This design comes from an exercise in tuning for a short achievable clock period and few clock cycles on the open sky130 flow, not from production work.
Function was checked by simulation only, so behaviour that the tests miss may differ from the original.
The clock port is modelled as an ideal driver, which makes a skipped or thinned clock tree look cheaper than it is; a real chip needs a root buffer or a tree.
Power and IR drop assume default switching activity.

### constraint.sdc
create_clock -name core_clock -period 5.0 [get_ports {clock}]
set_input_delay 1.0000 -clock core_clock [delete_from_list [all_inputs] [get_ports {clock}]]
set_output_delay 1.0000 -clock core_clock [all_outputs]
set_load 0.01 [all_outputs]
### config.mk
export PLATFORM = sky130hd
export DESIGN_NAME = MPSCPU
export DESIGN_NICKNAME = MPSCPU
export VERILOG_FILES = /design/flow/design.v
export SDC_FILE = /design/flow/constraint.sdc
export NUM_CORES = 4
export LEC_CHECK = 0
export ABC_CLOCK_PERIOD_IN_PS = 1800
export CAP_MARGIN = 20
export CORE_MARGIN = 2
export CORE_UTILIZATION = 40
export SETUP_SLACK_MARGIN = 3.2
export SLEW_MARGIN = 20
### design.v
module MPSCPU(
    output [8 - 1:0] imem_addr,
    input [16 - 1:0] imem_value,
    output [8 - 1:0] dmem_addr,
    output dmem_wenable,
    input [8 - 1:0] dmem_rvalue,
    output [8 - 1:0] dmem_wvalue,
    input clock,
    input nreset,
    output halted
);
    integer i;
    reg [7:0] r_pc;
    reg r_dead;       
    reg r_halted;
    reg [3:0] r1_d;
    reg [7:0] r1_imm;
    reg r1_wen;
    reg r1_st;
    reg r1_mem;       
    reg r1_add, r1_sub;
    reg r1_shl, r1_shr, r1_ld;
    reg [3:0] r1_tt;  
    reg [15:1] r1_sa;
    reg r1_sa_w, r1_sa_imm;
    reg [15:1] r1_sb;
    reg r1_sb_w;
    reg r1_fx_add, r1_fx_sub, r1_fx_oth, r1_fx_ld;    
    reg r1_fm_add, r1_fm_sub, r1_fm_oth, r1_fm_ld;    
    reg r1_fy_add, r1_fy_sub, r1_fy_oth, r1_fy_ld;    
    reg r1_fv_add, r1_fv_sub, r1_fv_oth, r1_fv_ld;    
    reg [7:0] r2_x;
    reg [7:0] r2_y;
    reg [7:0] r2_addr;
    reg [7:0] r2_wval;
    reg r2_st;
    reg r2_wen;
    reg [3:0] r2_d;
    reg r2_add, r2_sub, r2_shl, r2_shr, r2_ld;
    reg [3:0] r2_tt;
    reg [7:0] r3_res;
    reg [15:1] r3_we;
    reg [7:0] r_regs [1:15];
    assign imem_addr = r_pc;
    assign halted = r_halted;
    assign dmem_addr = r2_addr;
    assign dmem_wvalue = r2_wval;
    assign dmem_wenable = r2_st;
    wire [3:0] f_op = imem_value[3:0];
    wire [3:0] f_d = imem_value[7:4];
    wire [3:0] f_a = imem_value[11:8];
    wire [3:0] f_b = imem_value[15:12];
    wire f_live = !r_dead;
    wire f_hcf = f_op == 4'b1000;
    wire f_ld = f_op == 4'b0010;
    wire f_st = f_op == 4'b1010;
    wire f_set = f_op == 4'b0100;
    wire f_dup = f_op == 4'b1100;
    wire f_alu = f_op[0];
    wire f_mem = f_ld || f_st;
    wire f_wen = f_live && (f_alu || f_ld || f_set || f_dup) && f_d != 0;
    reg [3:0] f_tt;
    always @(*) begin
        case (f_op)
            4'b0101: f_tt = 4'b1110;
            4'b1101: f_tt = 4'b1000;
            4'b0111: f_tt = 4'b0110;
            4'b1111: f_tt = 4'b0011;
            4'b0100, 4'b1100: f_tt = 4'b1100;
            default: f_tt = 4'b0000;
        endcase
    end
    wire f_a_e = r1_wen && f_a == r1_d;
    wire f_a_w = r2_wen && f_a == r2_d && !f_a_e;
    wire f_use_b = (f_alu && f_op != 4'b1111) || f_st;
    wire f_b_e = f_use_b && r1_wen && f_b == r1_d;
    wire f_b_w = f_use_b && r2_wen && f_b == r2_d && !f_b_e;
    wire f_e_oth = !r1_add && !r1_sub && !r1_ld;
    wire [7:0] e_sum = r2_x + r2_y;
    wire [7:0] e_diff = r2_x - r2_y;
    wire e_big = |r2_y[7:3];
    wire [7:0] e_shl = r2_x << r2_y[2:0];
    wire [7:0] e_shr = r2_x >> r2_y[2:0];
    wire [7:0] e_lu;
    genvar g;
    generate
        for (g = 0; g < 8; g = g + 1) begin : g_lu
            assign e_lu[g] = r2_x[g] ? (r2_y[g] ? r2_tt[3] : r2_tt[2])
                : (r2_y[g] ? r2_tt[1] : r2_tt[0]);
        end
    endgenerate
    wire [7:0] e_oth = e_lu
        | ({8{r2_shl && !e_big}} & e_shl)
        | ({8{r2_shr && !e_big}} & e_shr);
    wire [7:0] e_res = ({8{r2_add}} & e_sum) | ({8{r2_sub}} & e_diff) | e_oth
        | ({8{r2_ld}} & dmem_rvalue);
    wire [7:0] d_rfa [0:15];
    wire [7:0] d_rfb [0:15];
    assign d_rfa[0] = {8{r1_sa_w}} & r3_res;
    assign d_rfb[0] = {8{r1_sb_w}} & r3_res;
    generate
        for (g = 1; g < 16; g = g + 1) begin : g_rf
            assign d_rfa[g] = d_rfa[g - 1] | ({8{r1_sa[g]}} & r_regs[g]);
            assign d_rfb[g] = d_rfb[g - 1] | ({8{r1_sb[g]}} & r_regs[g]);
        end
    endgenerate
    wire [7:0] d_rf_a = d_rfa[15];
    wire [7:0] d_rf_b = d_rfb[15];
    wire [7:0] d_x = d_rf_a | ({8{r1_sa_imm}} & r1_imm)
        | ({8{r1_fx_add}} & e_sum) | ({8{r1_fx_sub}} & e_diff)
        | ({8{r1_fx_oth}} & e_oth) | ({8{r1_fx_ld}} & dmem_rvalue);
    wire [7:0] d_addr = ({8{r1_mem}} & d_rf_a)
        | ({8{r1_fm_add}} & e_sum) | ({8{r1_fm_sub}} & e_diff)
        | ({8{r1_fm_oth}} & e_oth) | ({8{r1_fm_ld}} & dmem_rvalue);
    wire [7:0] d_y = d_rf_b
        | ({8{r1_fy_add}} & e_sum) | ({8{r1_fy_sub}} & e_diff)
        | ({8{r1_fy_oth}} & e_oth) | ({8{r1_fy_ld}} & dmem_rvalue);
    wire [7:0] d_wval = ({8{r1_st}} & d_rf_b)
        | ({8{r1_fv_add}} & e_sum) | ({8{r1_fv_sub}} & e_diff)
        | ({8{r1_fv_oth}} & e_oth) | ({8{r1_fv_ld}} & dmem_rvalue);
    always @(posedge clock) begin
        r1_d <= f_d;
        r1_imm <= imem_value[15:8];
        r1_mem <= f_mem;
        r1_add <= f_op == 4'b0001;
        r1_sub <= f_op == 4'b1001;
        r1_shl <= f_op == 4'b0011;
        r1_shr <= f_op == 4'b1011;
        r1_ld <= f_ld;
        r1_tt <= f_tt;
        for (i = 1; i < 16; i = i + 1) begin
            r1_sa[i] <= !f_set && f_a == i && !(r1_wen && r1_d == i)
                && !(r2_wen && r2_d == i);
            r1_sb[i] <= f_use_b && f_b == i && !(r1_wen && r1_d == i)
                && !(r2_wen && r2_d == i);
        end
        r1_sa_w <= f_a_w && !f_set;
        r1_sa_imm <= f_set;
        r1_sb_w <= f_b_w;
        r1_fx_add <= f_a_e && !f_set && r1_add;
        r1_fx_sub <= f_a_e && !f_set && r1_sub;
        r1_fx_oth <= f_a_e && !f_set && f_e_oth;
        r1_fx_ld <= f_a_e && !f_set && r1_ld;
        r1_fm_add <= f_a_e && f_mem && r1_add;
        r1_fm_sub <= f_a_e && f_mem && r1_sub;
        r1_fm_oth <= f_a_e && f_mem && f_e_oth;
        r1_fm_ld <= f_a_e && f_mem && r1_ld;
        r1_fy_add <= f_b_e && r1_add;
        r1_fy_sub <= f_b_e && r1_sub;
        r1_fy_oth <= f_b_e && f_e_oth;
        r1_fy_ld <= f_b_e && r1_ld;
        r1_fv_add <= f_b_e && f_st && r1_add;
        r1_fv_sub <= f_b_e && f_st && r1_sub;
        r1_fv_oth <= f_b_e && f_st && f_e_oth;
        r1_fv_ld <= f_b_e && f_st && r1_ld;
        r2_x <= d_x;
        r2_y <= d_y;
        r2_addr <= d_addr;
        r2_wval <= d_wval;
        r2_d <= r1_d;
        r2_add <= r1_add;
        r2_sub <= r1_sub;
        r2_shl <= r1_shl;
        r2_shr <= r1_shr;
        r2_ld <= r1_ld;
        r2_tt <= r1_tt;
        r3_res <= e_res;
        for (i = 1; i < 16; i = i + 1)
            r3_we[i] <= r2_wen && r2_d == i;
        for (i = 1; i < 16; i = i + 1)
            if (r3_we[i])
                r_regs[i] <= r3_res;
        if (!nreset) begin
            r_pc <= 0;
            r_dead <= 0;
            r_halted <= 0;
            r1_wen <= 0;
            r1_st <= 0;
            r2_wen <= 0;
            r2_st <= 0;
        end else begin
            r_pc <= r_pc + 1;
            r_dead <= r_dead || f_hcf;
            r_halted <= r_dead;
            r1_wen <= f_wen;
            r1_st <= f_live && f_st;
            r2_wen <= r1_wen;
            r2_st <= r1_st;
        end
    end
endmodule
### run.sh
#!/bin/bash
# synth_recipe.tcl (not shown) runs the flow's synth.tcl, then flattens the netlist and writes it again
# the make line also repeats each setting of config.mk as NAME=value (left out here)
make -C /OpenROAD-flow-scripts/flow DESIGN_CONFIG=/design/flow/config.mk WORK_HOME=/design/flow/orfs CLKGATE_MAP_FILE= SYNTH_SCRIPT=/design/flow/synth_recipe.tcl finish
==> results of run 1 <==
-- synthesized netlist by cell type (all sizes together) (13+ instances only) --
master and n:
nand2b 17, nand4 14, ha 16, clkbuf 48, nor2 37, o22ai 13
nand3 28, xnor2 21, o21ai 25, a221oi 55, buf 20, and2 18
a22o 49, dfxtp 153, a22oi 46, and3 13, inv 39, edfxtp 120
nand2 55, mux4 14, a21oi 17, nor3 42
-- cell usage in the layout (no fill, tap or decap), drive strengths merged, types with 37 or more instances in the layout --
cell type and instances:
dfxtp 153, buf 77, nand2 55, nor3 42
clkbuf 42, a22o 49, edfxtp 120, a22oi 46
a221oi 55, nor2 37, inv 42
-- critical path, delay by kind of cell (launching register included) --
family	cells	cell delay, ns
DFF	1	0.54
and+or+nand+nor	2	0.71
AOI/OAI and AO/OA	3	0.80
-- metrics by stage --
stage | total power (uW) | setup slack (ns) | cells | hold slack, ns | util
final | 5800 | 2.82 | 1487 | 0.328 | 0.507
after global routing | 5980 | 2.77 | 1487 | 0.336 | 0.507
after CTS | 5680 | 2.88 | 1475 | 0.327 | 0.494
after detailed placement | 3330 | 2.06 | 1385 | 0.312 | 0.440
after global placement | 3330 | 2.14 | 1385 | 0.312 | 0.440
after floorplan | 3110 | 2.91 | 1018 | 0.310 | -
-- registers in the layout, indices dropped and copies added, names as in the netlist, 15 cells and up --
name	flops
r1_sa	15
r_regs	120
r3_we	15
r1_sb	15
-- repair_timing --
action                                  CTS  global route
buffers inserted                         37            12
pin swaps                                36            24
cloned                                    0             0
endpoints found under the setup margin  116            78
resized for setup                       230            77
hold buffers                              0             0
-- kinds of logic (layout without fill, tap and decap cells) --
group | Yosys count | in the layout | share of synthesized area
AND/OR/NAND/NOR | 273 | 273 | 0.122
multiplexers | 28 | 28 | 0.0395
buffers and inverters | 107 | 192 | 0.0364
AO/OA/AOI/OAI | 291 | 291 | 0.195
adder cells (fa/ha/maj) | 18 | 18 | 0.0204
XOR/XNOR | 28 | 28 | 0.0208
flip-flops | 273 | 273 | 0.565
-- layout make-up --
cell class	count	share of cell area
Clock inverter	14	0.0102
Tap cell	384	0.0329
Clock buffer	39	0.0586
Sequential cell	273	0.463
Inverter	39	0.0106
Timing Repair Buffer	100	0.0604
Multi-Input combinational cell	638	0.365
-- worst min-delay path by stage --
stage           start  depth (start not counted)      to
3_5_place_dp   r1_shr                          0  r2_shr
2_1_floorplan  r1_shl                          0  r2_shl
6_report       r1_shr                          0  r2_shr
4_1_cts        r1_shr                          0  r2_shr
3_3_place_gp   r1_shl                          0  r2_shl
5_1_grt        r1_shr                          0  r2_shr
-- where the power goes --
| group | internal (uW) | switching (uW) |
|---|---|---|
| sequential | 2450 | 185 |
| combinational | 439 | 501 |
| clock | 1320 | 906 |
| total | 4200 | 1590 |
-- routing by layer --
metal | vias up | global-route usage | part of all wire
li1 | 4134 | - | -
met1 | 4580 | 0.349 | 0.41
met2 | 674 | 0.382 | 0.44
met3 | 108 | 0.0643 | 0.12
met4 | 0 | 0.0899 | 0.038
met5 | - | 0 | 0
==> summary.md, run 1 <==
| Metric | Value |
|---|---|
| CP required | between 5 and 6 ns |
| Total Routing Usage GR | 0.252 |
| Startpoint Class | flip-flop |
| FF+latch area | between 6000 and 7000 um2 |
| Initial antenna violation count | 0 |
| Synthesized area | 11,800 um2 |
| Worst R2R End | r2_y[5] |
| Final instance area | between 10,000 and 15,000 um2 |
| Vias in the first global route | slightly above 9k |
| Top cell type's share of synthesized area | 0.306 |
| Reg2Reg Setup Slack | 2.82 ns |
| Final Hold Vio Count | 0 |
| Static leakage | between 0.005 and 0.006 uW |
| Hpwl dp | approximately 26 mm |
| First-pass detailed-route iteration total | 6 |
| Slew Viols, Final | 0 |
| Vias per cell | between 6 and 7 |
| CTS Buf Count | 29 |
| Placer congestion estimate | between 0.9 and 1 |
| Slowest CP cell | nor4_1 |
| WL final | 39.7 mm |
| Setup TNS Final | 0 ns |
| Final Cycle Share | 0.437 |
| Die area | a little over 30,000 um2 |
| Clk sinks | 273 |
| Total gr overflow | 0 |
| Placed inst area | 12,700 um2 |
| Setup violators final | 0 |
| First-pass GRT wire length | slightly below 60 mm |
| Final min period | roughly 2.2 ns |
| YS warnings | 2 |
| Max Clock Skew | approximately 0.015 ns |
| Starting Density | 0.409 |
| # IOs | 52 |
| Ys flop type | dfxtp_1 |
| Die Width | 176 um |
| Yosys reg bits | ~270 |
| Critical path startpoint | r1_sb_w |
| Pwr Density | approximately 400 nW/um2 |
| DRT iter0 DRCs | roughly 1.5k |
| Post-synthesis cell count | 1,018 |
| Number of flops mapped to enable cells by yosys | 120 |
| WL per Instance | 26.7 um |
| Outcome | no timing/DRC/antenna violations |
| Layout cells sized above 1 | 0.260 |
| Crit path max fanout | 8 |
| CP max stage delay | slightly above 0.6 ns |
| Core Area | a little under 30,000 um2 |
| FF-to-FF Start | r1_sb_w |
| Area leader, netlist | edfxtp_1 |
| Max Cap Viol | 0 |
| Residual DRC | 0 |
| Pin count of the biggest net entering global routing | 18 |
| ANT nets after route | 0 |
| CTS Buffer Depth | 3 |
| Area Growth Syn to Fin | 24.0% |
| Peak Freq | between 0.4 and 0.5 GHz |
| CP Cell Sequence | a22oi_1 > nand2_1 > nor4_1 > o311ai_4 > a221o_1 |
| Worst EP arrival | about 2.6 ns |
| WS Path Type | reg2reg |
| Nets | between 1k and 1.5k |
| Worst hold path type | reg2reg |
| DIE HEIGHT | ~180 um |
| Area occupied by multi-input gates | 5330 um2 |
| Worst-path clk slew | about 0.06 ns |
| RSZ-0062 raised after global routing | true |
| Reg2reg path depth | 5 |
| Async set-reset flop share out of synthesis | 0 |
| H-tree levels | 1 |
| Rows | 62 |
| Clock latency on the worst-skew pair | around 0.55 ns |
| Top post-synthesis cells by area | edfxtp_1 31%, dfxtp_1 26%, a221oi_1 4.0% |
| CTS root buf | clkbuf_16 |
| # port buffers | 51 |
| Worst vdd ir | ~250 uV |
| Sequential area share after synthesis | 0.565 |
| Relative slew slack | 0.227 |
| Avg Inst Size Synth | roughly 12 um2 |
| TritonCTS clock tree | built |
| N_diodes | 0 |
| Worst slew pin tran | roughly 1.1 ns |
| Total number of vias | ~9.5k |
| Crit end category | flip-flop |
| Post-Syn Nets | 1,062 |
| Synth cell types | around 70 |
| Worst setup endpoint | r2_y[5] |
| Fill cells | 2,543 |
Testbench counts, summed over its fixed seeds: cycles 12,480.
==> inputs of run 2 (changes only) <==
==> flow/run.sh (new file) <==
#!/bin/bash
# Layout flow: the standard flow (standard.sh), with one change: ABC maps
# the synthesized logic with flow/abc_speed.script instead of ORFS's
# scripts/abc_speed.script. Yosys's synthesis steps, the register names and
# cells, and every later step are the standard ones.
set -euo pipefail
W=$PWD
rm -rf "$W/scripts_mod"
cp -r "$FLOW_HOME/scripts" "$W/scripts_mod"
cp "$W/flow/abc_speed.script" "$W/scripts_mod/abc_speed.script"
bash "$W/standard.sh" "SCRIPTS_DIR=$W/scripts_mod" finish > "$W/make_finish.log" 2>&1
==> flow/abc_speed.script (new file) <==
&get -n
&st
&dch
&nf
&put
strash
dch
map -D 1200
&get -n
&st
&syn2
&if -g -K 6
&synch2
&nf -p
&put
buffer -c
topo
stime -c
upsize -c
dnsize -c
==> standard.sh (new file) <==
#!/bin/bash
# synth_recipe.tcl (not shown) runs the flow's synth.tcl, then flattens the netlist and writes it again
# the make line also repeats each setting of config.mk as NAME=value (left out here)
make -C /OpenROAD-flow-scripts/flow DESIGN_CONFIG=/design/flow/config.mk WORK_HOME=/design/flow/orfs CLKGATE_MAP_FILE= SYNTH_SCRIPT=/design/flow/synth_recipe.tcl "${@:-finish}"
removed: run.sh
==> run 2 against run 1 <==
Maximum frequency grew 7.9%. Clock-buffer cell count shrank 3. Setup slack gained 0.16 ns. First-iteration DRC count shrank 24%. Combinational power shrank 2.3%.
==> summary.md, run 2 <==
| Metric | Value |
|---|---|
| Outcome | no timing/DRC/antenna violations |
| Setup violators final | 0 (unchanged) |
| Combinational power share | 0.157 (-0.005) |
| Startpoint Class | flip-flop |
| Vias in the first global route | 10.0k (+9.1%) |
| Pin count of the biggest net entering global routing | 18 (unchanged) |
| Top post-synthesis cells by area | edfxtp_1 29%, dfxtp_1 25%, nand2_1 6.9% |
| DIE HEIGHT | 180 um (+2.7%) |
| Worst EP arrival | 1.02 ns (-1.58 ns) |
| Final core occ | 0.487 (-0.0194) |
| Placer congestion estimate | 0.922 (-2.0%) |
| Area leader, netlist | edfxtp_1 |
| N_diodes | 0 (unchanged) |
| Sw Pwr | 1650 uW (+3.8%) |
| Final worst setup slack | 2.98 ns (+0.160 ns) |
| WL final | 41.0 mm (+3.3%) |
| Pwr Density | 392 nW/um2 (-1.2%) |
| FF-to-FF Start | r2_x[0] |
| Max Clock Skew | 0.0292 ns (+0.0141 ns) |
| Vias per cell | 6.07 (-5.0%) |
| Nets | 1,331 (+18%) |
| Async set-reset flop share out of synthesis | 0 (unchanged) |
| Slew Viols, Final | 0 (unchanged) |
| Yosys reg bits | 273 (unchanged) |
| Avg Inst Size Synth | 10.0 um2 (-14%) |
| Final Hold Vio Count | 0 (unchanged) |
| Worst-path clk slew | 0.06 ns (about the same) |
| Worst setup endpoint | imem_addr[6] |
| Total number of vias | 10.4k (+9.0%) |
| Die Width | 180 um (+2.7%) |
| CTS Buffer Depth | 3 (unchanged) |
| Ys flop type | dfxtp_1 |
| CTS Buf Count | 29 (unchanged) |
| # port buffers | 51 (unchanged) |
| CP Cell Sequence | buf_6 |
| Worst path buffer plus inverter count | 1 (+1) |
| Crit path max fanout | 4 (-4) |
| Reg2reg path depth | 10 (+5) |
| YS warnings | 2 (unchanged) |
| CTS root buf | clkbuf_16 |
| DRT iter0 DRCs | 1,106 (-24%) |
| CP Depth | 1 (-4) |
| WS Path Type | reg2out |
| Core Area | 30,600 um2 (+6.0%) |
| Layout cells sized above 1 | 0.219 (-0.0411) |
| Worst hold path type | reg2reg |
| Synthesized area | 12,500 um2 (+5.6%) |
| Switching Share | 0.283 (+0.00829) |
| Top-count cell post-synth | nand2_1 |
| Worst R2R End | r2_wval[4] |
| RSZ-0062 raised after global routing | true |
| Slowest CP cell | dfxtp_4 |
| Commonest cells after routing, fill and taps aside | 219 x nand2_1, 120 x edfxtp_1, 109 x dfxtp_1 |
| ANT nets after route | 0 (unchanged) |
| Internal | 4190 uW (-0.40%) |
| Starting Density | 0.407 (-0.00150) |
| Final Cycle Share | 0.405 (-0.0320) |
| Fill cells | 2,846 (+12%) |
| Total Routing Usage GR | 0.243 (-0.00901) |
| Sequential area share after synthesis | 0.535 (-0.0300) |
| Most flops, register | r_regs |
| Reg power frac | 0.452 (-0.003) |
| TritonCTS clock tree | built |
| Static leakage | 0.00544 uW (+6.9%) |
| Setup TNS Final | 0 ns (unchanged) |
| Critical path startpoint | r_pc[6] |
| H-tree levels | 1 (unchanged) |
| Hpwl dp | 27.7 mm (+4.7%) |
| Post-synthesis cell count | 1,245 (+22%) |
| Top cells by count, synth | 228 x nand2_1, 153 x dfxtp_1, 120 x edfxtp_1 |
| Total gr overflow | 0 (unchanged) |
| Final min period | 2.02 ns (-0.160 ns) |
| Initial antenna violation count | 0 (unchanged) |
| Clk network pwr share | 0.391 (+0.008) |
| Worst vdd ir | 288 uV (+18%) |
| Dpl ws | 2.29 ns (+0.233 ns) |
| Residual DRC | 0 (unchanged) |
| Peak Freq | 0.494 GHz (+7.9%) |
| Post-Syn Nets | 1,289 (+21%) |
| Synth cell types | 79 (+16%) |
| Clock latency on the worst-skew pair | 0.57 ns (+0.02 ns) |
| WL per Instance | 24.0 um (-9.9%) |
| First-pass GRT wire length | 60.9 mm (+4.2%) |
| Rows | 64 (+3.2%) |
| Max FFs per register | 120 (unchanged) |
| Top cell type's share of synthesized area | 0.289 (-0.0162) |
| Max Cap Viol | 0 (unchanged) |
| CP max stage delay | 0.36 ns (-0.25 ns) |
| CP required | 4.00 ns (-1.42 ns) |
| Clk sinks | 273 (unchanged) |
| Cell family with most CP delay | flip-flops |
| Worst slew pin tran | 0.793 ns (-0.349 ns) |
| Relative slew slack | 0.471 (+0.244) |
| Reg2Reg Setup Slack | 3.04 ns (+0.22 ns) |
| Most common cell after layout, fill and taps aside | nand2_1 |
| # IOs | 52 (unchanged) |
| First-pass detailed-route iteration total | 7 (+1) |
| Area Growth Syn to Fin | 19.7% |
| Number of flops mapped to enable cells by yosys | 120 (unchanged) |
| Crit end category | primary output |
| Die area | 32,600 um2 (+5.5%) |
[run 2: changes by cell type in the layout (fill, tap and decap cells not counted), moves of 32 or more]
cell      change
nand2_1     +169
a22oi_1      +52
a22o_1       -41
a221oi_1     -38
nand3_1      +34
nand4_1      +32
[run 2: area by class of cell]
class	instances	area [um2]	share of cell area
Sequential cell	273	6760	0.454
Multi-Input combinational cell	852	5600	0.376
Clock buffer	36	867	0.0582
Timing Repair Buffer	94	840	0.0563
Tap cell	396	495	0.0332
Clock inverter	18	175	0.0118
Inverter	37	165	0.0111
[run 2: logic make-up (layout without fill, tap and decap cells)]
| kind of cell | after synthesis | after routing | share of synthesized area |
|---|---|---|---|
| fa+ha+maj | 18 | 18 | 0.0193 |
| xor+xnor | 22 | 22 | 0.0155 |
| mux | 5 | 5 | 0.00402 |
| buf+inv | 121 | 185 | 0.0467 |
| flops | 273 | 273 | 0.535 |
| compound gates | 277 | 277 | 0.170 |
| simple gates | 529 | 530 | 0.209 |
[run 2: repair_timing]
item / CTS / global route
gates cloned: 1 / 0
pin swaps: 26 / 34
endpoints found under the hold margin: 0 / 0
hold buffers: 0 / 0
gates resized for setup: 215 / 73
endpoints found under the setup margin: 114 / 83
buffers inserted: 28 / 15
[run 2: worst min path at each step]
| stage | from | endpoint | slack [ns] | cells past startpoint |
|---|---|---|---|---|
| after detailed placement | r1_shl | r2_shl | 0.31 | 0 |
| after global routing | r1_tt[0] | r2_tt[0] | 0.34 | 0 |
| after CTS | r1_shl | r2_shl | 0.32 | 0 |
| after global placement | r1_tt[1] | r2_tt[1] | 0.32 | 0 |
| after floorplan | r1_shl | r2_shl | 0.31 | 0 |
| final | r1_shl | r2_shl | 0.32 | 0 |
[run 2: per-layer routing]
metal  vias to the layer above  GRT usage  share of wire
met3                        97     0.0414           0.10
met5                         -          0              0
li1                       4656          -              -
met4                         0     0.0958          0.039
met2                       631      0.367           0.43
met1                      4969      0.347           0.43
[run 2: through the flow]
| step | instances | cell area (um2) | hold WS (ns) | total power [uW] |
|---|---|---|---|---|
| global placement | 1608 | 13100 | 0.316 | 3390 |
| CTS | 1691 | 14500 | 0.324 | 5740 |
| detailed placement | 1608 | 13100 | 0.312 | 3390 |
| global route | 1706 | 14900 | 0.336 | 6030 |
| floorplan | 1245 | 12600 | 0.310 | 3170 |
| finish | 1706 | 14900 | 0.322 | 5840 |
[run 2: power by group through the flow]
stage	clock, uW	combinational, uW	sequential [uW]
after floorplan	0	594	2580
after global placement	0	688	2700
after detailed placement	0	692	2700
after CTS	2300	802	2640
after global routing	2390	988	2650
final	2280	918	2640
==> inputs of run 3 (changes only) <==
==> flow/run.sh (replaced) <==
#!/bin/bash
# Layout flow: the standard flow (standard.sh) with these changes:
# - ABC maps the synthesized logic with flow/abc_speed.script instead of
#   ORFS's scripts/abc_speed.script (Yosys's steps, register names and cells
#   are the standard ones);
# - the port buffers are buf_4 cells instead of the default delay buffers;
# - clock tree synthesis clusters the registers in groups of up to 18 under
#   clkbuf_16 buffers, and flow/flatten_clock.tcl then removes the H-tree's
#   branching level so that the root buffer drives the cluster buffers.
set -euo pipefail
W=$PWD
rm -rf "$W/scripts_mod"
cp -r "$FLOW_HOME/scripts" "$W/scripts_mod"
cp "$W/flow/abc_speed.script" "$W/scripts_mod/abc_speed.script"
bash "$W/standard.sh" "SCRIPTS_DIR=$W/scripts_mod" \
    "BUFFER_PORTS_ARGS=-buffer_cell sky130_fd_sc_hd__buf_4" \
    "CTS_ARGS=-sink_clustering_enable -repair_clock_nets -sink_clustering_size 18 -sink_clustering_max_diameter 100 -buf_list sky130_fd_sc_hd__clkbuf_16 -root_buf sky130_fd_sc_hd__clkbuf_16" \
    "POST_CTS_TCL=$W/flow/flatten_clock.tcl" \
    finish > "$W/make_finish.log" 2>&1
==> flow/flatten_clock.tcl (new file) <==
# Collapse the clock tree's branching level: the root buffer drives the leaf
# (sink cluster) buffers directly. Runs after CTS (POST_CTS_TCL).
set block [ord::get_db_block]
set port_net [$block findNet clock]
set root ""
foreach it [$port_net getITerms] {
  set root [$it getInst]
}
set root_out [[$root findITerm X] getNet]
# Branching buffers: every clock buffer on the root's net, each of which must
# drive only clock buffers; otherwise the tree is left as it is.
set branches {}
set ok 1
foreach it [$root_out getITerms] {
  set inst [$it getInst]
  if {$inst == $root} { continue }
  set m [[$inst getMaster] getName]
  if {![string match "sky130_fd_sc_hd__clkbuf_*" $m]} { set ok 0; continue }
  set out_net [[$inst findITerm X] getNet]
  set loads {}
  set all_buf 1
  foreach l [$out_net getITerms] {
    if {[$l getInst] == $inst} { continue }
    lappend loads $l
    if {![string match "sky130_fd_sc_hd__clkbuf_*" [[[$l getInst] getMaster] getName]]} { set all_buf 0 }
  }
  if {!$all_buf} { set ok 0 }
  lappend branches [list $it $inst $out_net $loads]
}
set removed 0
if {$ok} {
  foreach b $branches {
    lassign $b it inst out_net loads
    foreach l $loads { $l disconnect; $l connect $root_out }
    $it disconnect
    [$inst findITerm X] disconnect
    odb::dbInst_destroy $inst
    odb::dbNet_destroy $out_net
    incr removed
  }
}
puts "flatten_clock: removed $removed branching clock buffers"
estimate_parasitics -placement
report_clock_latency
==> run 3 against run 2 <==
Design area fell by 4.2%. Non-clock buffer count decreased by 3. Clock skew is 0.016 ns lower. Largest cell class unchanged. Via count is essentially flat.
==> summary.md, run 3 <==
| Metric | Value |
|---|---|
| Number of flops mapped to enable cells by yosys | 120 (unchanged) |
| Most common cell after layout, fill and taps aside | nand2_1 |
| Vias in the first global route | 9,719 (-2.9%) |
| Final Cycle Share | 0.391 (-0.0139) |
| Worst vdd ir | 295 uV (+2.4%) |
| Area Growth Syn to Fin | 14.6% |
| Pwr Density | 345 nW/um2 (-12%) |
| Startpoint Class | flip-flop |
| Top cell type's share of synthesized area | 0.289 (unchanged) |
| ANT nets after route | 0 (unchanged) |
| CP required | 4.00 ns (about the same) |
| DIE HEIGHT | 180 um (unchanged) |
| WL per Instance | 24.8 um (+3.4%) |
| Total gr overflow | 0 (unchanged) |
| Worst path buffer plus inverter count | 1 (unchanged) |
| Final Hold Vio Count | 0 (unchanged) |
| Setup violators final | 0 (unchanged) |
| Crit end category | primary output |
| Reg2reg path depth | 5 (-5) |
| Switching Share | 0.298 (+0.0153) |
| Most flops, register | r_regs |
| Total Routing Usage GR | 0.253 (+0.0102) |
| Relative slew slack | 0.465 (-0.00571) |
| Static leakage | 0.00517 uW (-4.9%) |
| Outcome | no timing/DRC/antenna violations |
| Synthesized area | 12,500 um2 (unchanged) |
| Area leader, netlist | edfxtp_1 |
| WL final | 41.6 mm (+1.6%) |
| Post-synthesis cell count | 1,245 (unchanged) |
| Top post-synthesis cells by area | edfxtp_1 29%, dfxtp_1 25%, nand2_1 6.9% |
| Hpwl dp | 28.2 mm (+1.9%) |
| TritonCTS clock tree | built |
| FF-to-FF Start | r1_sa[5] |
| Cell family with most CP delay | flip-flops |
| Critical path startpoint | r2_addr[4] |
| Top-count cell post-synth | nand2_1 |
| Worst hold path type | reg2reg |
| Reg power frac | 0.537 (+0.085) |
| N_diodes | 0 (unchanged) |
| Die area | 32,600 um2 (unchanged) |
| Crit path max fanout | 1 (-3) |
| Top cells by count, synth | 228 x nand2_1, 153 x dfxtp_1, 120 x edfxtp_1 |
| Worst setup endpoint | dmem_addr[4] |
| Final min period | 1.95 ns (-0.0695 ns) |
| Slowest CP cell | dfxtp_2 |
| Max Clock Skew | 0.0135 ns (-0.0157 ns) |
| Worst EP arrival | 0.95 ns (-0.07 ns) |
| Nets | 1,315 (-1.2%) |
| DRT iter0 DRCs | 1,538 (+39%) |
| Slew Viols, Final | 0 (unchanged) |
| # IOs | 52 (unchanged) |
| Ys flop type | dfxtp_1 |
| WS Path Type | reg2out |
| Internal | 3450 uW (-18%) |
| # port buffers | 51 (unchanged) |
| Reg2Reg Setup Slack | 3.15 ns (+0.11 ns) |
| YS warnings | 2 (unchanged) |
| RSZ-0062 raised after global routing | true |
| CP Cell Sequence | buf_6 |
| CP max stage delay | 0.37 ns (about the same) |
| Placer congestion estimate | 0.913 (-0.91%) |
| Core Area | 30,600 um2 (unchanged) |
| Layout cells sized above 1 | 0.208 (-0.0107) |
| Starting Density | 0.407 (unchanged) |
| Vias per cell | 6.17 (+1.6%) |
| Worst-path clk slew | 0.08 ns (+0.02 ns) |
| Rows | 64 (unchanged) |
| Residual DRC | 0 (unchanged) |
| Final worst setup slack | 3.05 ns (+0.0695 ns) |
| Max Cap Viol | 0 (unchanged) |
| Yosys reg bits | 273 (unchanged) |
| Dpl ws | 2.44 ns (+0.146 ns) |
| Worst slew pin tran | 0.801 ns (+0.00856 ns) |
| Total number of vias | 10.3k (-0.087%) |
| Async set-reset flop share out of synthesis | 0 (unchanged) |
| First-pass GRT wire length | 61.7 mm (+1.3%) |
| Setup TNS Final | 0 ns (unchanged) |
| Fill cells | 2,865 (+0.67%) |
| Synth cell types | 79 (unchanged) |
| Die Width | 180 um (unchanged) |
| Clock latency on the worst-skew pair | 0.48 ns (-0.09 ns) |
| Area occupied by multi-input gates | 5560 um2 (-0.83%) |
| FF+latch area | 6760 um2 (about the same) |
| Sw Pwr | 1470 uW (-11%) |
| Worst R2R End | r2_x[2] |
| Peak Freq | 0.512 GHz (+3.6%) |
| Total power | 4920 uW (-16%) |
| Sequential area share after synthesis | 0.535 (unchanged) |
| Commonest cells after routing, fill and taps aside | 223 x nand2_1, 120 x edfxtp_1, 105 x dfxtp_1 |
| Clk network pwr share | 0.276 (-0.115) |
| Post-Syn Nets | 1,289 (unchanged) |
| Max FFs per register | 120 (unchanged) |
| CP Depth | 1 (unchanged) |
| Combinational power share | 0.187 (+0.030) |
| First-pass detailed-route iteration total | 8 (+1) |
| Initial antenna violation count | 0 (unchanged) |
| Pin count of the biggest net entering global routing | 20 (+2) |
| Avg Inst Size Synth | 10.0 um2 (unchanged) |
| Clk sinks | 273 (unchanged) |
## run 3: cell types whose count changed in the layout (fill, tap and decap cells not counted), moves of 5 or more
| cell | previous run | this run |
|---|---|---|
| clkdlybuf4s50_1 | 13 | 0 |
| inv_1 | 27 | 35 |
| clkbuf_16 | 33 | 17 |
| buf_6 | 25 | 30 |
| buf_2 | 6 | 0 |
| dlygate4sd2_1 | 6 | 0 |
| buf_4 | 37 | 59 |
## run 3: cell type report
cell class / count / share of cell area
clock buffer: 17 / 0.0298
clock inverter: 12 / 0.00386
inverter: 37 / 0.0114
multi-input combinational: 851 / 0.389
sequential: 273 / 0.474
tap: 396 / 0.0347
timing repair buffer: 91 / 0.0575
## run 3: metal layers
metal,GRT usage,up-vias,part of all wire
met3,0.0467,86,0.11
met5,0,-,0
met4,0.110,0,0.034
met2,0.370,672,0.44
li1,-,4594,-
met1,0.366,4992,0.42
## run 3: stage by stage
stage,utilization,cell area [um2],hold slack (ns),cells
floorplan,-,12600,0.310,1245
global placement,0.424,13000,0.315,1608
detailed placement,0.424,13000,0.314,1608
global route,0.467,14300,0.329,1677
finish,0.467,14300,0.323,1677
## run 3: kinds of logic (layout without fill, tap and decap cells)
kind of cell,after synthesis,after routing,synth area share
simple gates,529,529,0.209
compound gates,277,277,0.170
flops,273,273,0.535
buf+inv,121,157,0.0467
xor+xnor,22,22,0.0155
fa+ha+maj,18,18,0.0193
mux,5,5,0.00402
## run 3: worst min-delay path by stage
stage	start	to	slack, ns	depth (start not counted)
3_5_place_dp	r1_tt[0]	r2_tt[0]	0.31	0
3_3_place_gp	r1_tt[3]	r2_tt[3]	0.32	0
5_1_grt	r1_shl	r2_shl	0.33	0
6_report	r1_shl	r2_shl	0.32	0
2_1_floorplan	r1_shl	r2_shl	0.31	0
## run 3: power by group through the flow
stage	Clock (uW)	Combinational, uW	Sequential, uW
floorplan	0	594	2580
detailed placement	0	693	2710
finish	1360	920	2640
global route	1450	996	2660
global placement	0	695	2700
==> inputs of run 4 (changes only) <==
==> flow/run.sh (replaced) <==
#!/bin/bash
# Layout flow: the standard flow (standard.sh) with these changes:
# - ABC maps the synthesized logic with flow/abc_speed.script instead of
#   ORFS's scripts/abc_speed.script (Yosys's steps, register names and cells
#   are the standard ones);
# - the port buffers are buf_4 cells instead of the default delay buffers;
# - clock tree synthesis clusters the registers in groups of up to 18 under
#   clkbuf_16 buffers, and flow/flatten_clock.tcl then removes the H-tree's
#   branching level and splits the root buffer in two, each driving the
#   cluster buffers of one half of the die.
set -euo pipefail
W=$PWD
rm -rf "$W/scripts_mod"
cp -r "$FLOW_HOME/scripts" "$W/scripts_mod"
cp "$W/flow/abc_speed.script" "$W/scripts_mod/abc_speed.script"
bash "$W/standard.sh" "SCRIPTS_DIR=$W/scripts_mod" \
    "BUFFER_PORTS_ARGS=-buffer_cell sky130_fd_sc_hd__buf_4" \
    "CTS_ARGS=-sink_clustering_enable -repair_clock_nets -sink_clustering_size 18 -sink_clustering_max_diameter 100 -buf_list sky130_fd_sc_hd__clkbuf_16 -root_buf sky130_fd_sc_hd__clkbuf_16 -dont_use_dummy_load" \
    "POST_CTS_TCL=$W/flow/flatten_clock.tcl" \
    finish > "$W/make_finish.log" 2>&1
--- a/flow/flatten_clock.tcl
+++ b/flow/flatten_clock.tcl
@@ -1,5 +1,6 @@
 # Collapse the clock tree's branching level: the root buffer drives the leaf
-# (sink cluster) buffers directly. Runs after CTS (POST_CTS_TCL).
+# (sink cluster) buffers directly; then split the root buffer in two. Runs
+# after CTS (POST_CTS_TCL).
 set block [ord::get_db_block]
 set port_net [$block findNet clock]
 set root ""
@@ -10,6 +11,7 @@
 # Branching buffers: every clock buffer on the root's net, each of which must
 # drive only clock buffers; otherwise the tree is left as it is.
 set branches {}
+set dummies {}
 set ok 1
 foreach it [$root_out getITerms] {
   set inst [$it getInst]
@@ -21,6 +23,11 @@
   set all_buf 1
   foreach l [$out_net getITerms] {
     if {[$l getInst] == $inst} { continue }
+    # a dummy load that CTS added to balance this branch goes with it
+    if {[string match "clkload*" [[$l getInst] getName]]} {
+      lappend dummies [$l getInst]
+      continue
+    }
     lappend loads $l
     if {![string match "sky130_fd_sc_hd__clkbuf_*" [[[$l getInst] getMaster] getName]]} { set all_buf 0 }
   }
@@ -38,7 +45,54 @@
     odb::dbNet_destroy $out_net
     incr removed
   }
+  foreach d $dummies {
+    foreach t [$d getITerms] { $t disconnect }
+    odb::dbInst_destroy $d
+  }
 }
 puts "flatten_clock: removed $removed branching clock buffers"
+
+# Split the root: a second root buffer, also driven by the clock port,
+# drives the half of the cluster buffers that lie to the right of the
+# median; each root buffer sits at the centre of its half.
+if {$removed > 0} {
+  set leaves {}
+  foreach it [$root_out getITerms] {
+    if {[$it getInst] == $root} { continue }
+    set b [[$it getInst] getBBox]
+    lappend leaves [list [expr {([$b xMin] + [$b xMax]) / 2}] [expr {([$b yMin] + [$b yMax]) / 2}] $it]
+  }
+  set leaves [lsort -integer -index 0 $leaves]
+  set n [llength $leaves]
+  set half [expr {$n / 2}]
+  if {$half >= 2} {
+    set master [$root getMaster]
+    set root2 [odb::dbInst_create $block $master clkbuf_0b_clock]
+    set net2 [odb::dbNet_create $block clknet_0b_clock]
+    $net2 setSigType CLOCK
+    [$root2 findITerm A] connect $port_net
+    [$root2 findITerm X] connect $net2
+    set sx0 0; set sy0 0; set sx1 0; set sy1 0
+    set i 0
+    foreach l $leaves {
+      lassign $l x y it
+      if {$i < $half} {
+        incr sx0 $x; incr sy0 $y
+      } else {
+        incr sx1 $x; incr sy1 $y
+        $it disconnect
+        $it connect $net2
+      }
+      incr i
+    }
+    $root setLocation [expr {$sx0 / $half}] [expr {$sy0 / $half}]
+    $root setPlacementStatus PLACED
+    $root2 setLocation [expr {$sx1 / ($n - $half)}] [expr {$sy1 / ($n - $half)}]
+    $root2 setPlacementStatus PLACED
+    global_connect
+    detailed_placement
+    puts "flatten_clock: split the root buffer, $half and [expr {$n - $half}] cluster buffers"
+  }
+}
 estimate_parasitics -placement
-report_clock_latency
+
--- a/config.mk
+++ b/config.mk
@@ -9,5 +9,5 @@
 export CAP_MARGIN = 20
 export CORE_MARGIN = 2
 export CORE_UTILIZATION = 40
-export SETUP_SLACK_MARGIN = 3.2
+export SETUP_SLACK_MARGIN = 3.4
 export SLEW_MARGIN = 20
==> run 4 against run 3 <==
Still clean on timing, DRC and antenna. Critical endpoint is now r2_x[2]. Hold slack gained 0.0083 ns. Sequential share of layout area shrank 2.4 points. Clock power is essentially flat. Global-route usage shrank 0.12 points. Largest cell class unchanged. Core utilization grew 2.7 points. Design area grew 5.8%. Sequential power is essentially flat. Final cell count grew 1.4%. Largest power group unchanged.
==> summary.md, run 4 <==
| Metric | Value |
|---|---|
| Outcome | no timing/DRC/antenna violations |
| Avg Inst Size Synth | 10.0 um2 (unchanged) |
| # IOs | 52 (unchanged) |
| Critical path startpoint | r2_y[0] |
| Met1 Usage GRT | 0.356 (-0.00943) |
| Most common cell after layout, fill and taps aside | nand2_1 |
| # port buffers | 51 (unchanged) |
| Hpwl dp | 28.0 mm (-0.70%) |
| FF+latch area | 6800 um2 (+0.46%) |
| Vias in the first global route | 9,851 (+1.4%) |
| First-pass GRT wire length | 61.9 mm (+0.23%) |
| Final core occ | 0.494 (+0.0269) |
| Top cell type's share of synthesized area | 0.289 (unchanged) |
| DRT iter0 DRCs | 1,625 (+5.7%) |
| Residual DRC | 0 (unchanged) |
| GR peak layer | met2 |
| Initial antenna violation count | 0 (unchanged) |
| Clk sinks | 273 (unchanged) |
| Placer congestion estimate | 0.912 (-0.19%) |
| Pin count of the biggest net entering global routing | 19 (-5.0%) |
| Most flops, register | r_regs |
| Nets | 1,350 (+2.7%) |
| Met2 capacity usage during global routing | 0.366 (-0.00397) |
| Total Routing Usage GR | 0.252 (-0.00115) |
| Top post-synthesis cells by area | edfxtp_1 29%, dfxtp_1 25%, nand2_1 6.9% |
| Yosys reg bits | 273 (unchanged) |
| Rows | 64 (unchanged) |
| Post-Syn Nets | 1,289 (unchanged) |
| Starting Density | 0.407 (unchanged) |
| Crit end category | flip-flop |
| Crit path max fanout | 5 (+4) |
| WS Path Type | reg2reg |
| Final Cycle Share | 0.380 (-0.0105) |
| Post-synthesis cell count | 1,245 (unchanged) |
| Max Cap Viol | 0 (unchanged) |
| Layout cells sized above 1 | 0.290 (+0.0814) |
| Setup TNS Final | 0 ns (unchanged) |
| Worst R2R End | r2_x[2] |
| Setup violators final | 0 (unchanged) |
| DIE HEIGHT | 180 um (unchanged) |
| Static leakage | 0.00545 uW (+5.4%) |
| Worst vdd ir | 211 uV (-29%) |
| Hold_sp | r1_tt[1] |
| CP required | 5.28 ns (+1.28 ns) |
| Area leader, netlist | edfxtp_1 |
| Ys flop type | dfxtp_1 |
| FF-to-FF Start | r2_y[0] |
| Fill cells | 2,816 (-1.7%) |
| Slew Viols, Final | 0 (unchanged) |
| Relative slew slack | 0.415 (-0.0503) |
| Worst setup endpoint | r2_x[2] |
| Synth cell types | 79 (unchanged) |
| Die area | 32,600 um2 (unchanged) |
| Number of flops mapped to enable cells by yosys | 120 (unchanged) |
| CP Cell Sequence | ha_4 > fa_2 > xnor2_4 > a222oi_1 > nand3_1 > a21o_1 |
| Peak Freq | 0.526 GHz (+2.8%) |
| Worst-path clk slew | 0.08 ns (about the same) |
| GR Util met3 | 0.0620 (+0.0154) |
| Area occupied by multi-input gates | 5950 um2 (+7.2%) |
| Area Growth Syn to Fin | 21.2% |
| Total number of vias | 10.5k (+1.5%) |
| ANT nets after route | 0 (unchanged) |
| WL final | 42.7 mm (+2.5%) |
| Synthesized area | 12,500 um2 (unchanged) |
| Slowest CP cell | fa_2 |
| Die Width | 180 um (unchanged) |
| Final min period | 1.90 ns (-0.0526 ns) |
| Commonest cells after routing, fill and taps aside | 213 x nand2_1, 120 x edfxtp_1, 94 x a22oi_1 |
| Top-count cell post-synth | nand2_1 |
| Max FFs per register | 120 (unchanged) |
| Worst slew pin tran | 0.877 ns (+0.0753 ns) |
| Total gr overflow | 0 (unchanged) |
| RSZ-0062 raised after global routing | true |
| Clock latency on the worst-skew pair | 0.38 ns (-0.10 ns) |
| Max Clock Skew | 0.0345 ns (+0.0210 ns) |
| Final Hold Vio Count | 0 (unchanged) |
| Worst hold path type | reg2reg |
| Vias per cell | 6.18 (+0.12%) |
| Core Area | 30,600 um2 (unchanged) |
| Startpoint Class | flip-flop |
| Async set-reset flop share out of synthesis | 0 (unchanged) |
| Sequential area share after synthesis | 0.535 (unchanged) |
| Reg2Reg Setup Slack | 3.10 ns (-0.05 ns) |
| Pwr Density | 334 nW/um2 (-3.0%) |
| Worst EP arrival | 2.18 ns (+1.23 ns) |
| CP max stage delay | 0.42 ns (+0.05 ns) |
| Top cells by count, synth | 228 x nand2_1, 153 x dfxtp_1, 120 x edfxtp_1 |
| WL per Instance | 25.1 um (+1.1%) |
| Reg2reg path depth | 6 (+1) |
| First-pass detailed-route iteration total | 7 (-1) |
| N_diodes | 0 (unchanged) |
| YS warnings | 2 (unchanged) |
run 4: cell counts after synthesis:
No cell type changed its count.
run 4: layout make-up, without the clock buffers:
cell class                 instances  area share
sequential                       273       0.450
multi-input combinational        852       0.394
timing repair buffer             124      0.0814
tap                              396      0.0328
inverter                          37      0.0117
buffer                             1     0.00166
run 4: critical path, delay by kind of cell, from the launching register on:
kind,cells,cell delay (ns)
fa+ha+maj,2,0.59
compound gates,2,0.48
flops,1,0.39
xor+xnor,1,0.19
simple gates,1,0.15
run 4: per-layer routing:
metal / share of wire / wire, um
met1: 0.41 / 17600
met2: 0.42 / 18100
met3: 0.12 / 5050
met4: 0.044 / 1880
met5: 0 / 0
run 4: logic make-up after synthesis:
group / after synthesis / synth area share
mux: 5 / 0.00402
xor+xnor: 22 / 0.0155
fa+ha+maj: 18 / 0.0193
flops: 273 / 0.535
simple gates: 529 / 0.209
buf+inv: 121 / 0.0467
compound gates: 277 / 0.170
run 4: power breakdown:
part	switching [uW]	internal [uW]	leakage, uW
clock network	695	640	0.000222
registers	182	2450	0.00238
logic	595	479	0.00285
run 4: worst min path at each step:
stage | to | slack, ns | cells after the start
after floorplan | r2_shl | 0.31 | 0
after global placement | r2_tt[2] | 0.31 | 0
after detailed placement | r2_tt[1] | 0.32 | 0
after global routing | r2_shl | 0.34 | 0
final | r2_tt[1] | 0.33 | 0
run 4: metrics by stage:
stage          power, uW  hold slack [ns]  area (um2)  instances  worst slack (ns)
2_1_floorplan       3190            0.310       12700       1245              3.09
3_3_place_gp        3410            0.313       13100       1608              2.86
3_5_place_dp        3420            0.318       13100       1608              2.84
5_1_grt             5220            0.343       15100       1700              3.05
6_report            5040            0.332       15100       1700              3.10
==> inputs of run 5 (changes only) <==
--- a/config.mk
+++ b/config.mk
@@ -9,5 +9,5 @@
 export CAP_MARGIN = 20
 export CORE_MARGIN = 2
 export CORE_UTILIZATION = 40
-export SETUP_SLACK_MARGIN = 3.4
+export SETUP_SLACK_MARGIN = 3.2
 export SLEW_MARGIN = 20
==> run 5 against run 4 <==
Maximum frequency grew 0.22%. Combinational power shrank 19%. Register-to-register slack is essentially flat. Core utilization shrank 3.2 points. Via count shrank 2.9%. Setup slack gained 0.0041 ns. Highest routed layer unchanged. Design area shrank 6.4%. Still clean. Global-route usage shrank 0.17 points. Clock power is essentially flat. Final cell count shrank 2.2%.
==> summary.md, run 5 <==
| Metric | Value |
|---|---|
| Setup violators final | 0 (unchanged) |
| Top-count cell post-synth | nand2_1 |
| Total Routing Usage GR | 0.250 (-0.00172) |
| Top cells by count, synth | 228 x nand2_1, 153 x dfxtp_1, 120 x edfxtp_1 |
| Hold endpoint | r2_shl |
| Worst EP arrival | 2.19 ns (about the same) |
| Relative slew slack | 0.493 (+0.0777) |
| Synthesized area | 12,500 um2 (unchanged) |
| Pwr Density | 343 nW/um2 (+2.8%) |
| DIE HEIGHT | 180 um (unchanged) |
| Rows | 64 (unchanged) |
| Starting Density | 0.407 (unchanged) |
| Commonest cells after routing, fill and taps aside | 223 x nand2_1, 120 x edfxtp_1, 108 x dfxtp_1 |
| Max Cap Viol | 0 (unchanged) |
| Post-synthesis cell count | 1,245 (unchanged) |
| Async set-reset flop share out of synthesis | 0 (unchanged) |
| Fill cells | 2,874 (+2.1%) |
| Hold_sp | r1_shl |
| Crit path max fanout | 6 (+1) |
| First-pass GRT wire length | 61.6 mm (-0.43%) |
| Post-Syn Nets | 1,289 (unchanged) |
| Number of flops mapped to enable cells by yosys | 120 (unchanged) |
| CP max stage delay | 0.35 ns (-0.07 ns) |
| Clk network pwr share | 0.277 (+0.012) |
| Combinational power share | 0.178 (-0.035) |
| Most flops, register | r_regs |
| Max Clock Skew | 0.0240 ns (-0.0106 ns) |
| Worst R2R End | r3_res[7] |
| RSZ-0062 raised after global routing | true |
| Synth cell types | 79 (unchanged) |
| Final Hold Vio Count | 0 (unchanged) |
| Worst slew pin tran | 0.760 ns (-0.116 ns) |
| Slowest CP cell | dfxtp_4 |
| Sw Pwr | 1410 uW (-4.5%) |
| Peak Freq | 0.527 GHz (+0.22%) |
| Nets | 1,312 (-2.8%) |
| Outcome | no timing/DRC/antenna violations |
| Layout cells sized above 1 | 0.197 (-0.0924) |
| WL final | 41.3 mm (-3.3%) |
| CP required | 5.30 ns (+0.02 ns) |
| Final Cycle Share | 0.379 (-0.000826) |
| N_diodes | 0 (unchanged) |
| # port buffers | 51 (unchanged) |
| Reg2Reg Setup Slack | 3.10 ns (about the same) |
| Switching Share | 0.290 (-0.00216) |
| Reg power frac | 0.545 (+0.023) |
| Yosys reg bits | 273 (unchanged) |
| Top cell type's share of synthesized area | 0.289 (unchanged) |
| Residual DRC | 0 (unchanged) |
| Setup TNS Final | 0 ns (unchanged) |
| Clk sinks | 273 (unchanged) |
| Startpoint Class | flip-flop |
| Static leakage | 0.00509 uW (-6.6%) |
| Initial antenna violation count | 0 (unchanged) |
| YS warnings | 2 (unchanged) |
| Max FFs per register | 120 (unchanged) |
| Die Width | 180 um (unchanged) |
| Top post-synthesis cells by area | edfxtp_1 29%, dfxtp_1 25%, nand2_1 6.9% |
| Pin count of the biggest net entering global routing | 19 (unchanged) |
| CP Cell Sequence | inv_2 > ha_4 > buf_2 > nor3_2 > o21ai_4 > a311oi_2 > buf_4 > o21ai_0 > nand3_1 |
| Crit end category | flip-flop |
| DRT iter0 DRCs | 1,390 (-14%) |
| Hold depth | 0 (unchanged) |
| Worst hold path type | reg2reg |
| Total power | 4850 uW (-3.8%) |
| Die area | 32,600 um2 (unchanged) |
| Worst-path clk slew | 0.07 ns (about the same) |
| Avg Inst Size Synth | 10.0 um2 (unchanged) |
| WL per Instance | 24.8 um (-1.1%) |
| Most common cell after layout, fill and taps aside | nand2_1 |
| Ys flop type | dfxtp_1 |
| Area Growth Syn to Fin | 13.5% |
| Vias per cell | 6.14 (-0.65%) |
| Internal | 3450 uW (-3.5%) |
| # IOs | 52 (unchanged) |
| Sequential area share after synthesis | 0.535 (unchanged) |
| Worst path buffer plus inverter count | 3 (+3) |
| FF-to-FF Start | r2_y[4] |
| Total gr overflow | 0 (unchanged) |
| Placer congestion estimate | 0.913 (+0.19%) |
| Worst vdd ir | 178 uV (-16%) |
| Total number of vias | 10.2k (-2.9%) |
| Hpwl dp | 28.2 mm (+0.70%) |
| Clock latency on the worst-skew pair | 0.37 ns (about the same) |
| Area leader, netlist | edfxtp_1 |
| First-pass detailed-route iteration total | 6 (-1) |
| Cell family with most CP delay | compound AO/OA/AOI/OAI gates |
| Vias in the first global route | 9,701 (-1.5%) |
| Slew Viols, Final | 0 (unchanged) |
| WS Path Type | reg2reg |
| Reg2reg path depth | 9 (+3) |
| Final min period | 1.90 ns (-0.00413 ns) |
| Core Area | 30,600 um2 (unchanged) |
| ANT nets after route | 0 (unchanged) |
==> run 5: cell counts after synthesis <==
No cell type changed its count.
==> run 5: cell type report, without the clock buffers <==
| class | count | area (um2) | share of cell area |
|---|---|---|---|
| well taps | 396 | 495 | 0.0351 |
| multi-input cells | 851 | 5490 | 0.389 |
| flip-flops and latches | 273 | 6760 | 0.478 |
| inverters | 37 | 155 | 0.0110 |
| plain buffers | 1 | 25.0 | 0.00177 |
| repair buffers | 87 | 785 | 0.0555 |
==> run 5: logic make-up after synthesis <==
group                    share of synthesized area
multiplexers                               0.00402
adder cells (fa/ha/maj)                     0.0193
flip-flops                                   0.535
XOR/XNOR                                    0.0155
AO/OA/AOI/OAI                                0.170
buffers and inverters                       0.0467
AND/OR/NAND/NOR                              0.209
==> run 5: worst max-delay path by stage <==
stage                   from         to  slack, ns  depth (start not counted)
2_1_floorplan  imem_value[3]   r1_sb[1]       3.09                          5
3_3_place_gp         r2_y[1]  r3_res[7]       2.48                          8
3_5_place_dp         r2_y[1]  r3_res[7]       2.44                          8
5_1_grt              r2_x[0]  r3_res[6]       3.01                         10
6_report             r2_y[4]  r3_res[7]       3.10                          9
==> run 5: power groups by stage <==
stage | Combinational (uW) | Clock, uW | Sequential (uW)
floorplan | 594 | 0 | 2580
global placement | 695 | 0 | 2700
detailed placement | 693 | 0 | 2710
global route | 945 | 1440 | 2660
finish | 866 | 1340 | 2640
==> run 5: worst reg2reg max path, delay by kind of cell (launching register included) <==
family | cells | cell delay, ns
buffers and inverters | 3 | 0.43
adder cells (fa/ha/maj) | 1 | 0.23
AND/OR/NAND/NOR | 2 | 0.36
AO/OA/AOI/OAI | 3 | 0.46
flip-flops | 1 | 0.35
==> run 5: routing by layer <==
layer | vias to the layer above | track usage | wire, um
met1 | 4933 | 0.362 | 17700
met2 | 603 | 0.371 | 18000
met4 | 0 | 0.0945 | 1350
met5 | - | 0 | 0
li1 | 4579 | - | -
met3 | 82 | 0.0475 | 4240
==> run 5: per-stage QoR <==
stage	utilization	hold WS, ns	std cells	setup WS (ns)	area [um2]
floorplan	-	0.310	1245	3.09	12600
global placement	0.424	0.315	1608	2.48	13000
detailed placement	0.424	0.314	1608	2.44	13000
global route	0.462	0.333	1662	3.01	14100
finish	0.462	0.329	1662	3.10	14100
==> inputs of run 6 (changes only) <==
--- a/design.v
+++ b/design.v
@@ -17,7 +17,6 @@
     reg [7:0] r1_imm;
     reg r1_wen;
     reg r1_st;
-    reg r1_mem;       
     reg r1_add, r1_sub;
     reg r1_shl, r1_shr, r1_ld;
     reg [3:0] r1_tt;  
@@ -25,14 +24,10 @@
     reg r1_sa_w, r1_sa_imm;
     reg [15:1] r1_sb;
     reg r1_sb_w;
-    reg r1_fx_add, r1_fx_sub, r1_fx_oth, r1_fx_ld;    
-    reg r1_fm_add, r1_fm_sub, r1_fm_oth, r1_fm_ld;    
-    reg r1_fy_add, r1_fy_sub, r1_fy_oth, r1_fy_ld;    
-    reg r1_fv_add, r1_fv_sub, r1_fv_oth, r1_fv_ld;    
+    reg r1_fx_as, r1_fx_oth, r1_fx_ld;    
+    reg r1_fy_as, r1_fy_oth, r1_fy_ld;    
     reg [7:0] r2_x;
     reg [7:0] r2_y;
-    reg [7:0] r2_addr;
-    reg [7:0] r2_wval;
     reg r2_st;
     reg r2_wen;
     reg [3:0] r2_d;
@@ -43,8 +38,8 @@
     reg [7:0] r_regs [1:15];
     assign imem_addr = r_pc;
     assign halted = r_halted;
-    assign dmem_addr = r2_addr;
-    assign dmem_wvalue = r2_wval;
+    assign dmem_addr = r2_x;
+    assign dmem_wvalue = r2_y;
     assign dmem_wenable = r2_st;
     wire [3:0] f_op = imem_value[3:0];
     wire [3:0] f_d = imem_value[7:4];
@@ -76,8 +71,8 @@
     wire f_b_e = f_use_b && r1_wen && f_b == r1_d;
     wire f_b_w = f_use_b && r2_wen && f_b == r2_d && !f_b_e;
     wire f_e_oth = !r1_add && !r1_sub && !r1_ld;
-    wire [7:0] e_sum = r2_x + r2_y;
-    wire [7:0] e_diff = r2_x - r2_y;
+    wire [8:0] e_as9 = {r2_x, r2_sub} + {r2_y ^ {8{r2_sub}}, r2_sub};
+    wire [7:0] e_as = e_as9[8:1];
     wire e_big = |r2_y[7:3];
     wire [7:0] e_shl = r2_x << r2_y[2:0];
     wire [7:0] e_shr = r2_x >> r2_y[2:0];
@@ -92,7 +87,7 @@
     wire [7:0] e_oth = e_lu
         | ({8{r2_shl && !e_big}} & e_shl)
         | ({8{r2_shr && !e_big}} & e_shr);
-    wire [7:0] e_res = ({8{r2_add}} & e_sum) | ({8{r2_sub}} & e_diff) | e_oth
+    wire [7:0] e_res = ({8{r2_add || r2_sub}} & e_as) | e_oth
         | ({8{r2_ld}} & dmem_rvalue);
     wire [7:0] d_rfa [0:15];
     wire [7:0] d_rfb [0:15];
@@ -107,21 +102,14 @@
     wire [7:0] d_rf_a = d_rfa[15];
     wire [7:0] d_rf_b = d_rfb[15];
     wire [7:0] d_x = d_rf_a | ({8{r1_sa_imm}} & r1_imm)
-        | ({8{r1_fx_add}} & e_sum) | ({8{r1_fx_sub}} & e_diff)
+        | ({8{r1_fx_as}} & e_as)
         | ({8{r1_fx_oth}} & e_oth) | ({8{r1_fx_ld}} & dmem_rvalue);
-    wire [7:0] d_addr = ({8{r1_mem}} & d_rf_a)
-        | ({8{r1_fm_add}} & e_sum) | ({8{r1_fm_sub}} & e_diff)
-        | ({8{r1_fm_oth}} & e_oth) | ({8{r1_fm_ld}} & dmem_rvalue);
     wire [7:0] d_y = d_rf_b
-        | ({8{r1_fy_add}} & e_sum) | ({8{r1_fy_sub}} & e_diff)
+        | ({8{r1_fy_as}} & e_as)
         | ({8{r1_fy_oth}} & e_oth) | ({8{r1_fy_ld}} & dmem_rvalue);
-    wire [7:0] d_wval = ({8{r1_st}} & d_rf_b)
-        | ({8{r1_fv_add}} & e_sum) | ({8{r1_fv_sub}} & e_diff)
-        | ({8{r1_fv_oth}} & e_oth) | ({8{r1_fv_ld}} & dmem_rvalue);
     always @(posedge clock) begin
         r1_d <= f_d;
         r1_imm <= imem_value[15:8];
-        r1_mem <= f_mem;
         r1_add <= f_op == 4'b0001;
         r1_sub <= f_op == 4'b1001;
         r1_shl <= f_op == 4'b0011;
@@ -137,26 +125,14 @@
         r1_sa_w <= f_a_w && !f_set;
         r1_sa_imm <= f_set;
         r1_sb_w <= f_b_w;
-        r1_fx_add <= f_a_e && !f_set && r1_add;
-        r1_fx_sub <= f_a_e && !f_set && r1_sub;
+        r1_fx_as <= f_a_e && !f_set && (r1_add || r1_sub);
         r1_fx_oth <= f_a_e && !f_set && f_e_oth;
         r1_fx_ld <= f_a_e && !f_set && r1_ld;
-        r1_fm_add <= f_a_e && f_mem && r1_add;
-        r1_fm_sub <= f_a_e && f_mem && r1_sub;
-        r1_fm_oth <= f_a_e && f_mem && f_e_oth;
-        r1_fm_ld <= f_a_e && f_mem && r1_ld;
-        r1_fy_add <= f_b_e && r1_add;
-        r1_fy_sub <= f_b_e && r1_sub;
+        r1_fy_as <= f_b_e && (r1_add || r1_sub);
         r1_fy_oth <= f_b_e && f_e_oth;
         r1_fy_ld <= f_b_e && r1_ld;
-        r1_fv_add <= f_b_e && f_st && r1_add;
-        r1_fv_sub <= f_b_e && f_st && r1_sub;
-        r1_fv_oth <= f_b_e && f_st && f_e_oth;
-        r1_fv_ld <= f_b_e && f_st && r1_ld;
         r2_x <= d_x;
         r2_y <= d_y;
-        r2_addr <= d_addr;
-        r2_wval <= d_wval;
         r2_d <= r1_d;
         r2_add <= r1_add;
         r2_sub <= r1_sub;
==> run 6 against run 5 <==
Still clean. First-iteration DRC count increased by 0.50%. Critical path depth decreased by 8. Area after synthesis decreased by 15%.
==> summary.md, run 6 <==
| Metric | Value |
|---|---|
| Area Growth Syn to Fin | 15.9% |
| CP Cell Sequence | buf_6 |
| Placer congestion estimate | 0.890 (-2.5%) |
| Pwr Density | 348 nW/um2 (+1.3%) |
| Layout cells sized above 1 | 0.202 (+0.00448) |
| RSZ-0062 raised after global routing | true |
| Top-count cell post-synth | dfxtp_1 |
| DIE HEIGHT | 167 um (-7.6%) |
| Number of flops mapped to enable cells by yosys | 120 (unchanged) |
| Starting Density | 0.406 (-0.000754) |
| Post-synthesis cell count | 985 (-21%) |
| Startpoint Class | flip-flop |
| Vias per cell | 6.32 (+3.0%) |
| Hold_sp | r1_tt[3] |
| Worst hold path type | reg2reg |
| Area leader, netlist | edfxtp_1 |
| Most common cell after layout, fill and taps aside | edfxtp_1 |
| Synth Area in XOR/XNOR | 0.0291 (+0.0136) |
| Initial antenna violation count | 0 (unchanged) |
| Final min period | 1.86 ns (-0.0370 ns) |
| Max Clock Skew | 0.0403 ns (+0.0164 ns) |
| Worst vdd ir | 206 uV (+16%) |
| Cell count after placement | 1,299 (-19%) |
| Largest family of logic cells by synthesized area | simple AND/OR/NAND/NOR gates |
| Static leakage | 0.00435 uW (-15%) |
| Slew Viols, Final | 0 (unchanged) |
| Vias in the first global route | 8,260 (-15%) |
| Crit end category | primary output |
| WL final | 36.4 mm (-12%) |
| Setup TNS Final | 0 ns (unchanged) |
| Crit path max fanout | 2 (-4) |
| Post-Syn Nets | 1,019 (-21%) |
| # IOs | 52 (unchanged) |
| Core Area | 26,100 um2 (-15%) |
| Clock latency on the worst-skew pair | 0.37 ns (about the same) |
| YS warnings | 2 (unchanged) |
| Worst path buffer plus inverter count | 1 (-2) |
| Clk sinks | 246 (-9.9%) |
| Post-Synth Simple-Gate Area | 0.174 (-0.0346) |
| Relative slew slack | 0.446 (-0.0469) |
| Sequential area share after synthesis | 0.578 (+0.0432) |
| Setup violators final | 0 (unchanged) |
| Avg Inst Size Synth | 10.8 um2 (+7.5%) |
| Outcome | no timing/DRC/antenna violations |
| Residual DRC | 0 (unchanged) |
| Final Cycle Share | 0.372 (-0.00741) |
| Adder-cell area share of the yosys netlist | 0.00945 (-0.00984) |
| Total gr overflow | 0 (unchanged) |
| Peak Freq | 0.538 GHz (+2.0%) |
| Top cell type's share of synthesized area | 0.340 (+0.0509) |
| WS Path Type | reg2out |
| Worst-path clk slew | 0.08 ns (about the same) |
| ANT nets after route | 0 (unchanged) |
| Max Cap Viol | 0 (unchanged) |
| Most flops, register | r_regs |
| Yosys reg bits | 246 (-9.9%) |
| Top cells by count, synth | 126 x dfxtp_1, 120 x edfxtp_1, 103 x a22oi_1 |
| Ys flop type | dfxtp_1 |
| Async set-reset flop share out of synthesis | 0 (unchanged) |
| Non-filler cells in the finished layout | 1,360 (-18%) |
| CP required | 4.00 ns (-1.30 ns) |
| Worst slew pin tran | 0.830 ns (+0.0703 ns) |
| Die area | 27,800 um2 (-15%) |
| # port buffers | 51 (unchanged) |
| Worst EP arrival | 0.86 ns (-1.33 ns) |
| Nets | 1,061 (-19%) |
| CP max stage delay | 0.37 ns (+0.02 ns) |
| First-pass detailed-route iteration total | 7 (+1) |
| Synth cell types | 66 (-16%) |
| N_diodes | 0 (unchanged) |
| Post-synthesis compound-gate area fraction | 0.168 (-0.00275) |
| Max FFs per register | 120 (unchanged) |
| Slowest CP cell | dfxtp_4 |
| Total number of vias | 8,592 (-16%) |
| Pin count of the biggest net entering global routing | 19 (unchanged) |
| Total Routing Usage GR | 0.257 (+0.00646) |
| Critical path startpoint | r2_y[1] |
| Synthesized area | 10,600 um2 (-15%) |
| FF-to-FF Start | r2_y[1] |
| Die Width | 167 um (-7.6%) |
| DRT iter0 DRCs | 1,397 (+0.50%) |
| Mux contribution to synthesized area | 0.00378 (-0.000238) |
| Commonest cells after routing, fill and taps aside | 120 x edfxtp_1, 102 x a22oi_1, 98 x dfxtp_1 |
| Cell family with most CP delay | flip-flops |
| WL per Instance | 26.8 um (+7.9%) |
| Top post-synthesis cells by area | edfxtp_1 34%, dfxtp_1 24%, a22oi_1 7.3% |
| Rows | 59 (-7.8%) |
| Final Hold Vio Count | 0 (unchanged) |
| First-pass GRT wire length | 53.0 mm (-14%) |
| Hpwl dp | 23.5 mm (-17%) |
[run 6: changes by cell type after synthesis, sizes merged, moves of 13 or more]
cell | previous run | this run
nor2 | 67 | 47
dfxtp | 153 | 126
inv | 37 | 18
o21ai | 44 | 31
nand2 | 232 | 103
nand4 | 47 | 24
nand3 | 58 | 71
buf | 45 | 24
[run 6: path summary, 6_finish.rpt]
kind	to	slack, ns	cells past startpoint
hold reg to reg	r2_tt[3]	0.33	0
setup / recovery	dmem_wvalue[1]	3.14	1
hold / removal	r2_tt[3]	0.33	0
setup reg to reg	r2_y[7]	3.15	8
[run 6: cell type report, without the clock buffers]
cell class / instances / area, um2
Tap cell: 335 / 419
Timing Repair Buffer: 96 / 873
Buffer: 1 / 25.0
Fill cell: 2348 / 13800
Inverter: 19 / 78.8
Sequential cell: 246 / 6210
Multi-Input combinational cell: 648 / 4300
[run 6: metrics by stage]
stage | power [uW] | hold WS, ns | utilization | cell area [um2] | worst slack (ns)
6_report | 4270 | 0.329 | 0.471 | 12300 | 3.14
5_1_grt | 4420 | 0.339 | 0.471 | 12300 | 3.05
3_5_place_dp | 2950 | 0.312 | 0.427 | 11100 | 2.70
3_3_place_gp | 2950 | 0.314 | 0.427 | 11100 | 2.76
2_1_floorplan | 2750 | 0.310 | - | 10700 | 3.05
[run 6: where the power goes]
| group | total, uW | switching, uW | leakage (uW) | internal [uW] |
|---|---|---|---|---|
| sequential | 2400 | 159 | 0.00214 | 2240 |
| combinational | 678 | 380 | 0.00201 | 298 |
| clock | 1200 | 628 | 0.000197 | 571 |
| total | 4270 | 1170 | 0.00435 | 3110 |
[run 6: cell families after synthesis]
kind of cell | Yosys count
AOI/OAI and AO/OA | 244
xor gates and xnor gates | 32
adders and majority gates | 8
buffers and inverters | 91
DFF | 246
muxes | 4
and+or+nand+nor | 360
[run 6: per-layer routing]
layer | up-vias | wire (um) | track usage | part of all wire
met5 | - | 0 | 0 | 0
met2 | 606 | 15700 | 0.378 | 0.43
met1 | 4071 | 14500 | 0.350 | 0.40
met3 | 133 | 4490 | 0.0777 | 0.12
met4 | 0 | 1770 | 0.113 | 0.048
li1 | 3782 | - | - | -
Testbench counts of run 6, summed over its fixed seeds: cycles 12,480.

Setup slack of run 6, layout unchanged: 3.140 ns with ideal ports, 3.077 ns with driving cells assumed (clock clkbuf_16, inputs buf_2), 2.865 ns with port delays also shifted by the 0.414 ns mid clock arrival.
